What follows belongs to an exercise in optimizing a design on an open flow for small area, a short achievable clock period and few clock cycles per item; a production flow would make more cautious choices.
At most, simulation tests tie the RTL to the original design; equivalence was not proved.
Power and IR drop assume default switching activity.

== oak ==
==> module fft_4pt, before the edit <==
module fft_4pt #(
    parameter DATA_WIDTH = 16
) (
    input clk,
    input rst_n,
    input data_valid_in,
    input  signed [DATA_WIDTH-1:0] x0_r,
    input  signed [DATA_WIDTH-1:0] x0_i,
    input  signed [DATA_WIDTH-1:0] x1_r,
    input  signed [DATA_WIDTH-1:0] x1_i,
    input  signed [DATA_WIDTH-1:0] x2_r,
    input  signed [DATA_WIDTH-1:0] x2_i,
    input  signed [DATA_WIDTH-1:0] x3_r,
    input  signed [DATA_WIDTH-1:0] x3_i,
    output data_valid_out,
    output signed [DATA_WIDTH+1:0] X0_r,
    output signed [DATA_WIDTH+1:0] X0_i,
    output signed [DATA_WIDTH+1:0] X1_r,
    output signed [DATA_WIDTH+1:0] X1_i,
    output signed [DATA_WIDTH+1:0] X2_r,
    output signed [DATA_WIDTH+1:0] X2_i,
    output signed [DATA_WIDTH+1:0] X3_r,
    output signed [DATA_WIDTH+1:0] X3_i
);
    localparam S1 = DATA_WIDTH + 1;    
    localparam S2 = DATA_WIDTH + 2;    
    localparam K  = 11;                 
    localparam HW = S2 - K;            
    reg signed [S1-1:0] A_r, A_i, B_r, B_i, C_r, C_i, D_r, D_i;
    always @(posedge clk) begin
        A_r <= x0_r + x2_r;  A_i <= x0_i + x2_i;
        B_r <= x0_r - x2_r;  B_i <= x0_i - x2_i;
        C_r <= x1_r + x3_r;  C_i <= x1_i + x3_i;
        D_r <= x1_r - x3_r;  D_i <= x1_i - x3_i;
    end
    function automatic [S2:0] bfly(input [S1-1:0] p, input [S1-1:0] q, input sub);
        reg [S1-1:0] qq;
        reg [K:0]    lo;
        reg [HW-1:0] hi;
        begin
            qq = sub ? ~q : q;
            lo = {1'b0, p[K-1:0]} + {1'b0, qq[K-1:0]} + {{K{1'b0}}, sub};
            hi = {p[S1-1], p[S1-1:K]} + {qq[S1-1], qq[S1-1:K]};
            bfly = {hi, lo};
        end
    endfunction
    reg [S2:0] Y0_r, Y0_i, Y1_r, Y1_i, Y2_r, Y2_i, Y3_r, Y3_i;
    always @(posedge clk) begin
        Y0_r <= bfly(A_r, C_r, 1'b0);  Y0_i <= bfly(A_i, C_i, 1'b0);
        Y1_r <= bfly(B_r, D_i, 1'b0);  Y1_i <= bfly(B_i, D_r, 1'b1);
        Y2_r <= bfly(A_r, C_r, 1'b1);  Y2_i <= bfly(A_i, C_i, 1'b1);
        Y3_r <= bfly(B_r, D_i, 1'b1);  Y3_i <= bfly(B_i, D_r, 1'b0);
    end
    reg valid_s1, valid_s2;
    always @(posedge clk or negedge rst_n) begin
        if (!rst_n) begin
            valid_s1 <= 1'b0;
            valid_s2 <= 1'b0;
        end else begin
            valid_s1 <= data_valid_in;
            valid_s2 <= valid_s1;
        end
    end
    function automatic [S2-1:0] fin(input [S2:0] y);
        reg [HW-1:0] h, t;
        integer i;
        begin
            h = y[S2:K+1];
            for (i = 0; i < HW; i = i + 1)
                t[i] = y[K] & ((h & ((1 << i) - 1)) == ((1 << i) - 1));
            fin = {h ^ t, y[K-1:0]};
        end
    endfunction
    assign X0_r = fin(Y0_r);  assign X0_i = fin(Y0_i);
    assign X1_r = fin(Y1_r);  assign X1_i = fin(Y1_i);
    assign X2_r = fin(Y2_r);  assign X2_i = fin(Y2_i);
    assign X3_r = fin(Y3_r);  assign X3_i = fin(Y3_i);
    assign data_valid_out = valid_s2;
endmodule
clock: 3.0 ns
lec_check: 0
cap_margin: 20
core_margin: 2
core_utilization: 62
cts_buf_list: sky130_fd_sc_hd__clkbuf_4 sky130_fd_sc_hd__clkbuf_8
cts_cluster_diameter: 60
cts_cluster_size: 16
setup_slack_margin: 0.7
slew_margin: 20
buffer_ports_args: -buffer_cell sky130_fd_sc_hd__buf_1
standard.sh (not shown) runs the stock make flow with config.mk's settings and CLKGATE_MAP_FILE= SYNTH_SCRIPT=/design/flow/synth_recipe.tcl, a recipe that flattens the netlist after the stock synthesis.
==> flow/flow/run.sh <==
#!/bin/bash
# The standard layout (standard.sh), with the port buffers that buffer_ports
# inserts made of plain buf_1 cells instead of its default delay buffer.
set -euo pipefail
cd "$(dirname "$0")/.."
echo "export BUFFER_PORTS_ARGS = -buffer_cell sky130_fd_sc_hd__buf_1" >> config.mk
bash standard.sh > standard.log 2>&1
oak completed every stage of the flow, and the final layout passed the timing, DRC and antenna checks.
Testbench counts of oak, summed over its fixed seeds: cycles 8,016, items 8,000.
Here is what was changed in the inputs of pine compared with oak.
-- flow/design.v --
<<< oak, line 27
    localparam K  = 11;                 
    localparam HW = S2 - K;            
    reg signed [S1-1:0] A_r, A_i, B_r, B_i, C_r, C_i, D_r, D_i;
    always @(posedge clk) begin
        A_r <= x0_r + x2_r;  A_i <= x0_i + x2_i;
        B_r <= x0_r - x2_r;  B_i <= x0_i - x2_i;
        C_r <= x1_r + x3_r;  C_i <= x1_i + x3_i;
        D_r <= x1_r - x3_r;  D_i <= x1_i - x3_i;
    end
    function automatic [S2:0] bfly(input [S1-1:0] p, input [S1-1:0] q, input sub);
>>> pine, line 27
    localparam K  = 11;                 
    localparam HW = S2 - K;            
    function automatic [2*S1-1:0] sumdiff(input [S1-1:0] a, input [S1-1:0] b);
        reg [S1-1:0] p, gs, gd, Gs, Ps, Gd, Pd, Gs2, Ps2, Gd2, Pd2;
        integer i, d;
        begin
            p  = a ^ b;
            gs = a & b;   Gs = gs;  Ps = p;
            gd = a & ~b;  Gd = gd;  Pd = ~p;
            Gd[0] = gd[0] | ~p[0];           
            for (d = 1; d < S1; d = d * 2) begin
                Gs2 = Gs;  Ps2 = Ps;  Gd2 = Gd;  Pd2 = Pd;
                for (i = d; i < S1; i = i + 1) begin
                    Gs2[i] = Gs[i] | (Ps[i] & Gs[i-d]);  Ps2[i] = Ps[i] & Ps[i-d];
                    Gd2[i] = Gd[i] | (Pd[i] & Gd[i-d]);  Pd2[i] = Pd[i] & Pd[i-d];
                end
                Gs = Gs2;  Ps = Ps2;  Gd = Gd2;  Pd = Pd2;
            end
            sumdiff = {~p ^ {Gd[S1-2:0], 1'b1}, p ^ {Gs[S1-2:0], 1'b0}};
        end
    endfunction
    wire [2*S1-1:0] ab_r = sumdiff({x0_r[DATA_WIDTH-1], x0_r}, {x2_r[DATA_WIDTH-1], x2_r});
    wire [2*S1-1:0] ab_i = sumdiff({x0_i[DATA_WIDTH-1], x0_i}, {x2_i[DATA_WIDTH-1], x2_i});
    wire [2*S1-1:0] cd_r = sumdiff({x1_r[DATA_WIDTH-1], x1_r}, {x3_r[DATA_WIDTH-1], x3_r});
    wire [2*S1-1:0] cd_i = sumdiff({x1_i[DATA_WIDTH-1], x1_i}, {x3_i[DATA_WIDTH-1], x3_i});
    reg signed [S1-1:0] A_r, A_i, B_r, B_i, C_r, C_i, D_r, D_i;
    always @(posedge clk) begin
        A_r <= ab_r[S1-1:0];  A_i <= ab_i[S1-1:0];
        B_r <= ab_r[2*S1-1:S1];  B_i <= ab_i[2*S1-1:S1];
        C_r <= cd_r[S1-1:0];  C_i <= cd_i[S1-1:0];
        D_r <= cd_r[2*S1-1:S1];  D_i <= cd_i[2*S1-1:S1];
    end
    function automatic [S2:0] bfly(input [S1-1:0] p, input [S1-1:0] q, input sub);
## What came out
Between pine and oak, the difference in sequential cell area is negligible. Looking only at upper clock frequency limit, and setting everything else aside, the higher value of pine and oak goes to oak. Part of the power in the clock network | pine below oak. | global-route usage | pine vs oak | 1.6 points lower |. Going from oak to pine, via-per-instance ratio saw a decrease, global routing met2 resource utilization -3.2 points.
For pine, only the layout was checked, not whether the RTL still works.

The RTL this note starts from:
==> flow/design.v <==
module fft_4pt #(
    parameter DATA_WIDTH = 16
) (
    input clk,
    input rst_n,
    input data_valid_in,
    input  signed [DATA_WIDTH-1:0] x0_r,
    input  signed [DATA_WIDTH-1:0] x0_i,
    input  signed [DATA_WIDTH-1:0] x1_r,
    input  signed [DATA_WIDTH-1:0] x1_i,
    input  signed [DATA_WIDTH-1:0] x2_r,
    input  signed [DATA_WIDTH-1:0] x2_i,
    input  signed [DATA_WIDTH-1:0] x3_r,
    input  signed [DATA_WIDTH-1:0] x3_i,
    output data_valid_out,
    output signed [DATA_WIDTH+1:0] X0_r,
    output signed [DATA_WIDTH+1:0] X0_i,
    output signed [DATA_WIDTH+1:0] X1_r,
    output signed [DATA_WIDTH+1:0] X1_i,
    output signed [DATA_WIDTH+1:0] X2_r,
    output signed [DATA_WIDTH+1:0] X2_i,
    output signed [DATA_WIDTH+1:0] X3_r,
    output signed [DATA_WIDTH+1:0] X3_i
);
    localparam S1 = DATA_WIDTH + 1;    
    localparam S2 = DATA_WIDTH + 2;    
    localparam K  = 10;                 
    localparam HW = S2 - K;            
    reg signed [S1-1:0] A_r, A_i, B_r, B_i, C_r, C_i, D_r, D_i;
    always @(posedge clk) begin
        A_r <= x0_r + x2_r;  A_i <= x0_i + x2_i;
        B_r <= x0_r - x2_r;  B_i <= x0_i - x2_i;
        C_r <= x1_r + x3_r;  C_i <= x1_i + x3_i;
        D_r <= x1_r - x3_r;  D_i <= x1_i - x3_i;
    end
    function automatic [S2:0] bfly(input [S1-1:0] p, input [S1-1:0] q, input sub);
        reg [S1-1:0] qq;
        reg [K:0]    lo;
        reg [HW-1:0] hi;
        begin
            qq = sub ? ~q : q;
            lo = {1'b0, p[K-1:0]} + {1'b0, qq[K-1:0]} + {{K{1'b0}}, sub};
            hi = {p[S1-1], p[S1-1:K]} + {qq[S1-1], qq[S1-1:K]};
            bfly = {hi, lo};
        end
    endfunction
    reg [S2:0] Y0_r, Y0_i, Y1_r, Y1_i, Y2_r, Y2_i, Y3_r, Y3_i;
    always @(posedge clk) begin
        Y0_r <= bfly(A_r, C_r, 1'b0);  Y0_i <= bfly(A_i, C_i, 1'b0);
        Y1_r <= bfly(B_r, D_i, 1'b0);  Y1_i <= bfly(B_i, D_r, 1'b1);
        Y2_r <= bfly(A_r, C_r, 1'b1);  Y2_i <= bfly(A_i, C_i, 1'b1);
        Y3_r <= bfly(B_r, D_i, 1'b1);  Y3_i <= bfly(B_i, D_r, 1'b0);
    end
    reg valid_s1, valid_s2;
    always @(posedge clk or negedge rst_n) begin
        if (!rst_n) begin
            valid_s1 <= 1'b0;
            valid_s2 <= 1'b0;
        end else begin
            valid_s1 <= data_valid_in;
            valid_s2 <= valid_s1;
        end
    end
    function automatic [S2-1:0] fin(input [S2:0] y);
        fin = {y[S2:K+1] + {{(HW-1){1'b0}}, y[K]}, y[K-1:0]};
    endfunction
    assign X0_r = fin(Y0_r);  assign X0_i = fin(Y0_i);
    assign X1_r = fin(Y1_r);  assign X1_i = fin(Y1_i);
    assign X2_r = fin(Y2_r);  assign X2_i = fin(Y2_i);
    assign X3_r = fin(Y3_r);  assign X3_i = fin(Y3_i);
    assign data_valid_out = valid_s2;
endmodule
clock: 3.0 ns
lec_check: 0
cap_margin: 20
core_margin: 2
core_utilization: 62
cts_buf_list: sky130_fd_sc_hd__clkbuf_4 sky130_fd_sc_hd__clkbuf_8
cts_cluster_diameter: 60
cts_cluster_size: 16
setup_slack_margin: 0.7
slew_margin: 20
buffer_ports_args: -buffer_cell sky130_fd_sc_hd__buf_1
Scripts as last shown in full above: flow/flow/run.sh
Edit:
--- a/flow/design.v
+++ b/flow/design.v
@@ -25,5 +25,5 @@
     localparam S1 = DATA_WIDTH + 1;    
     localparam S2 = DATA_WIDTH + 2;    
-    localparam K  = 10;                 
+    localparam K  = 11;                 
     localparam HW = S2 - K;            
     reg signed [S1-1:0] A_r, A_i, B_r, B_i, C_r, C_i, D_r, D_i;
What happened: The new run went through all stages and came out clean. Power barely changes. Clock-buffer cell count fell by 7. Wire length rose by 2.6%. Combinational power rose by about 2%. Clock power fell by about 3%. Final area fell by 1.2%. Synthesized area rose by 0.83%. Critical path depth does not change.
Testbench counts after the change, summed over its fixed seeds: cycles 8,016, items 8,000.
No functional check of the RTL was part of the first run of this note.

Another version of the RTL of fft_4pt (not shown whole).
For scale: roughly 2100 cells after synthesis.
==> module fft_4pt, before the edit <==
module fft_4pt #(
    parameter DATA_WIDTH = 16
) (
    input clk,
    input rst_n,
    input data_valid_in,
    input  signed [DATA_WIDTH-1:0] x0_r,
    input  signed [DATA_WIDTH-1:0] x0_i,
    input  signed [DATA_WIDTH-1:0] x1_r,
    input  signed [DATA_WIDTH-1:0] x1_i,
    input  signed [DATA_WIDTH-1:0] x2_r,
    input  signed [DATA_WIDTH-1:0] x2_i,
    input  signed [DATA_WIDTH-1:0] x3_r,
    input  signed [DATA_WIDTH-1:0] x3_i,
    output data_valid_out,
    output signed [DATA_WIDTH+1:0] X0_r,
    output signed [DATA_WIDTH+1:0] X0_i,
    output signed [DATA_WIDTH+1:0] X1_r,
    output signed [DATA_WIDTH+1:0] X1_i,
    output signed [DATA_WIDTH+1:0] X2_r,
    output signed [DATA_WIDTH+1:0] X2_i,
    output signed [DATA_WIDTH+1:0] X3_r,
    output signed [DATA_WIDTH+1:0] X3_i
);
    localparam S1 = DATA_WIDTH + 1;    
    localparam S2 = DATA_WIDTH + 2;    
    localparam K  = 14;                 
    localparam HW = S2 - K;            
    function automatic [17:0] add17(input [16:0] a, input [16:0] b, input ci);
        reg [16:0] p, G, P, G2, P2;
        integer i, d;
        begin
            p = a ^ b;  G = a & b;  P = p;
            G[0] = G[0] | (p[0] & ci);
            for (d = 1; d < 17; d = d * 2) begin
                G2 = G;  P2 = P;
                for (i = 0; i < 17; i = i + 1)
                    if (((i + 1) % (2 * d)) == 0) begin
                        G2[i] = G[i] | (P[i] & G[i-d]);  P2[i] = P[i] & P[i-d];
                    end
                G = G2;  P = P2;
            end
            for (d = 16; d >= 1; d = d / 2) begin
                G2 = G;  P2 = P;
                for (i = 0; i < 17; i = i + 1)
                    if (((i + 1) % (2 * d)) == d && i >= 2 * d) begin
                        G2[i] = G[i] | (P[i] & G[i-d]);  P2[i] = P[i] & P[i-d];
                    end
                G = G2;  P = P2;
            end
            add17 = {G[16], p ^ {G[15:0], ci}};
        end
    endfunction
    function automatic [14:0] addk(input [13:0] a, input [13:0] b, input ci);
        reg [13:0] p, G, P, G2, P2;
        integer i, d;
        begin
            p = a ^ b;  G = a & b;  P = p;
            G[0] = G[0] | (p[0] & ci);
            for (d = 1; d < 14; d = d * 2) begin
                G2 = G;  P2 = P;
                for (i = 0; i < 14; i = i + 1)
                    if (((i + 1) % (2 * d)) == 0) begin
                        G2[i] = G[i] | (P[i] & G[i-d]);  P2[i] = P[i] & P[i-d];
                    end
                G = G2;  P = P2;
            end
            for (d = 16; d >= 1; d = d / 2) begin
                G2 = G;  P2 = P;
                for (i = 0; i < 14; i = i + 1)
                    if (((i + 1) % (2 * d)) == d && i >= 2 * d) begin
                        G2[i] = G[i] | (P[i] & G[i-d]);  P2[i] = P[i] & P[i-d];
                    end
                G = G2;  P = P2;
            end
            addk = {G[13], p ^ {G[12:0], ci}};
        end
    endfunction
    function automatic [4:0] addh(input [3:0] a, input [3:0] b, input ci);
        reg [3:0] p, G, P, G2, P2;
        integer i, d;
        begin
            p = a ^ b;  G = a & b;  P = p;
            G[0] = G[0] | (p[0] & ci);
            for (d = 1; d < 4; d = d * 2) begin
                G2 = G;  P2 = P;
                for (i = 0; i < 4; i = i + 1)
                    if (((i + 1) % (2 * d)) == 0) begin
                        G2[i] = G[i] | (P[i] & G[i-d]);  P2[i] = P[i] & P[i-d];
                    end
                G = G2;  P = P2;
            end
            for (d = 16; d >= 1; d = d / 2) begin
                G2 = G;  P2 = P;
                for (i = 0; i < 4; i = i + 1)
                    if (((i + 1) % (2 * d)) == d && i >= 2 * d) begin
                        G2[i] = G[i] | (P[i] & G[i-d]);  P2[i] = P[i] & P[i-d];
                    end
                G = G2;  P = P2;
            end
            addh = {G[3], p ^ {G[2:0], ci}};
        end
    endfunction
    function automatic [S1-1:0] bf1(input [DATA_WIDTH-1:0] a, input [DATA_WIDTH-1:0] b, input sub);
        reg [S1-1:0] bb;
        reg [S1:0]   t;
        begin
            bb = {b[DATA_WIDTH-1], b} ^ {S1{sub}};
            t = add17({a[DATA_WIDTH-1], a}, bb, sub);
            bf1 = t[S1-1:0];
        end
    endfunction
    reg signed [S1-1:0] A_r, A_i, B_r, B_i, C_r, C_i, D_r, D_i;
    always @(posedge clk) begin
        A_r <= bf1(x0_r, x2_r, 1'b0);  A_i <= bf1(x0_i, x2_i, 1'b0);
        B_r <= bf1(x0_r, x2_r, 1'b1);  B_i <= bf1(x0_i, x2_i, 1'b1);
        C_r <= bf1(x1_r, x3_r, 1'b0);  C_i <= bf1(x1_i, x3_i, 1'b0);
        D_r <= bf1(x1_r, x3_r, 1'b1);  D_i <= bf1(x1_i, x3_i, 1'b1);
    end
    function automatic [S2:0] bfly(input [S1-1:0] p, input [S1-1:0] q, input sub);
        reg [S1-1:0] qq;
        reg [K:0]    lo;
        reg [HW-1:0] hi;
        begin
            qq = sub ? ~q : q;
            lo = addk(p[K-1:0], qq[K-1:0], sub);
            hi = addh({p[S1-1], p[S1-1:K]}, {qq[S1-1], qq[S1-1:K]}, 1'b0);
            bfly = {hi, lo};
        end
    endfunction
    reg [S2:0] Y0_r, Y0_i, Y1_r, Y1_i, Y2_r, Y2_i, Y3_r, Y3_i;
    always @(posedge clk) begin
        Y0_r <= bfly(A_r, C_r, 1'b0);  Y0_i <= bfly(A_i, C_i, 1'b0);
        Y1_r <= bfly(B_r, D_i, 1'b0);  Y1_i <= bfly(B_i, D_r, 1'b1);
        Y2_r <= bfly(A_r, C_r, 1'b1);  Y2_i <= bfly(A_i, C_i, 1'b1);
        Y3_r <= bfly(B_r, D_i, 1'b1);  Y3_i <= bfly(B_i, D_r, 1'b0);
    end
    reg valid_s1, valid_s2;
    always @(posedge clk or negedge rst_n) begin
        if (!rst_n) begin
            valid_s1 <= 1'b0;
            valid_s2 <= 1'b0;
        end else begin
            valid_s1 <= data_valid_in;
            valid_s2 <= valid_s1;
        end
    end
    function automatic [S2-1:0] fin(input [S2:0] y);
        reg [HW-1:0] h, t;
        integer i;
        begin
            h = y[S2:K+1];
            for (i = 0; i < HW; i = i + 1)
                t[i] = y[K] & ((h & ((1 << i) - 1)) == ((1 << i) - 1));
            fin = {h ^ t, y[K-1:0]};
        end
    endfunction
    assign X0_r = fin(Y0_r);  assign X0_i = fin(Y0_i);
    assign X1_r = fin(Y1_r);  assign X1_i = fin(Y1_i);
    assign X2_r = fin(Y2_r);  assign X2_i = fin(Y2_i);
    assign X3_r = fin(Y3_r);  assign X3_i = fin(Y3_i);
    assign data_valid_out = valid_s2;
endmodule
export LEC_CHECK = 0
export ABC_AREA = 1
export CAP_MARGIN = 20
export CORE_MARGIN = 2
export CORE_UTILIZATION = 62
export CTS_BUF_LIST = sky130_fd_sc_hd__clkbuf_4 sky130_fd_sc_hd__clkbuf_8
export CTS_CLUSTER_DIAMETER = 60
export CTS_CLUSTER_SIZE = 16
export SETUP_SLACK_MARGIN = 0.6
export SLEW_MARGIN = 20
export BUFFER_PORTS_ARGS = -buffer_cell sky130_fd_sc_hd__buf_1
create_clock -name core_clock -period 3.0 [get_ports {clk}]
Scripts as last shown in full above: flow/flow/run.sh
The first run finished clean.
Then changed:
--- a/flow/design.v
+++ b/flow/design.v
@@ -24,7 +24,7 @@
 );
     localparam S1 = DATA_WIDTH + 1;    
     localparam S2 = DATA_WIDTH + 2;    
-    localparam K  = 14;                 
+    localparam K  = 16;                 
     localparam HW = S2 - K;            
     function automatic [17:0] add17(input [16:0] a, input [16:0] b, input ci);
         reg [16:0] p, G, P, G2, P2;
@@ -51,15 +51,15 @@
             add17 = {G[16], p ^ {G[15:0], ci}};
         end
     endfunction
-    function automatic [14:0] addk(input [13:0] a, input [13:0] b, input ci);
-        reg [13:0] p, G, P, G2, P2;
+    function automatic [16:0] addk(input [15:0] a, input [15:0] b, input ci);
+        reg [15:0] p, G, P, G2, P2;
         integer i, d;
         begin
             p = a ^ b;  G = a & b;  P = p;
             G[0] = G[0] | (p[0] & ci);
-            for (d = 1; d < 14; d = d * 2) begin
+            for (d = 1; d < 16; d = d * 2) begin
                 G2 = G;  P2 = P;
-                for (i = 0; i < 14; i = i + 1)
+                for (i = 0; i < 16; i = i + 1)
                     if (((i + 1) % (2 * d)) == 0) begin
                         G2[i] = G[i] | (P[i] & G[i-d]);  P2[i] = P[i] & P[i-d];
                     end
@@ -67,24 +67,24 @@
             end
             for (d = 16; d >= 1; d = d / 2) begin
                 G2 = G;  P2 = P;
-                for (i = 0; i < 14; i = i + 1)
+                for (i = 0; i < 16; i = i + 1)
                     if (((i + 1) % (2 * d)) == d && i >= 2 * d) begin
                         G2[i] = G[i] | (P[i] & G[i-d]);  P2[i] = P[i] & P[i-d];
                     end
                 G = G2;  P = P2;
             end
-            addk = {G[13], p ^ {G[12:0], ci}};
+            addk = {G[15], p ^ {G[14:0], ci}};
         end
     endfunction
-    function automatic [4:0] addh(input [3:0] a, input [3:0] b, input ci);
-        reg [3:0] p, G, P, G2, P2;
+    function automatic [2:0] addh(input [1:0] a, input [1:0] b, input ci);
+        reg [1:0] p, G, P, G2, P2;
         integer i, d;
         begin
             p = a ^ b;  G = a & b;  P = p;
             G[0] = G[0] | (p[0] & ci);
-            for (d = 1; d < 4; d = d * 2) begin
+            for (d = 1; d < 2; d = d * 2) begin
                 G2 = G;  P2 = P;
-                for (i = 0; i < 4; i = i + 1)
+                for (i = 0; i < 2; i = i + 1)
                     if (((i + 1) % (2 * d)) == 0) begin
                         G2[i] = G[i] | (P[i] & G[i-d]);  P2[i] = P[i] & P[i-d];
                     end
@@ -92,13 +92,13 @@
             end
             for (d = 16; d >= 1; d = d / 2) begin
                 G2 = G;  P2 = P;
-                for (i = 0; i < 4; i = i + 1)
+                for (i = 0; i < 2; i = i + 1)
                     if (((i + 1) % (2 * d)) == d && i >= 2 * d) begin
                         G2[i] = G[i] | (P[i] & G[i-d]);  P2[i] = P[i] & P[i-d];
                     end
                 G = G2;  P = P2;
             end
-            addh = {G[3], p ^ {G[2:0], ci}};
+            addh = {G[1], p ^ {G[0:0], ci}};
         end
     endfunction
     function automatic [S1-1:0] bf1(input [DATA_WIDTH-1:0] a, input [DATA_WIDTH-1:0] b, input sub);
The new run finished clean.
Clock skew decreases by 0.013 ns.
Total power is higher by about 0.7%.
Die area is about the same.
Via count stays flat.
Design area stays flat.
No run of this note included a check of the RTL's function; only the layout flow was run.

## afterwards: timing with drivers on the ports
No port has a modelled driver above. Below, the same layouts with a new extraction and two added sets of constraints.
Step 1 (the two cells are an assumption about what drives the block):
set clk [get_ports {clk}]
set_driving_cell -lib_cell sky130_fd_sc_hd__clkbuf_16 $clk
set_driving_cell -lib_cell sky130_fd_sc_hd__buf_2 [delete_from_list [all_inputs] $clk]
Step 2 times the ports against the registers' clock, not the clock port: input delays grow and output delays shrink by t, the midpoint of the rising clock arrivals with the driver on.
Three values: no drivers, after step 1, after step 2; two values: the first two.
run	t (ns)	setup slack, ns	worst slew at a driven data input, ns	pins driven straight from the clock port
oak	0.628	0.641 / 0.593 / 0.188	0.07	1
pine	0.622	0.574 / 0.574 / 0.198	0.08	1
the first run of note 2	0.625	0.496 / 0.447 / 0.168	0.07	1
the second run of note 2	0.635	0.597 / 0.548 / 0.205	0.08	1
the first run of note 3	0.619	0.706 / 0.706 / 0.298	0.09	1
the second run of note 3	0.625	0.730 / 0.730 / 0.350	0.07	1
After both steps setup and hold are still met in every run listed. For oak, which loses most, drivers alone change the setup slack by -0.048 ns; drivers and shift together by -0.453 ns.
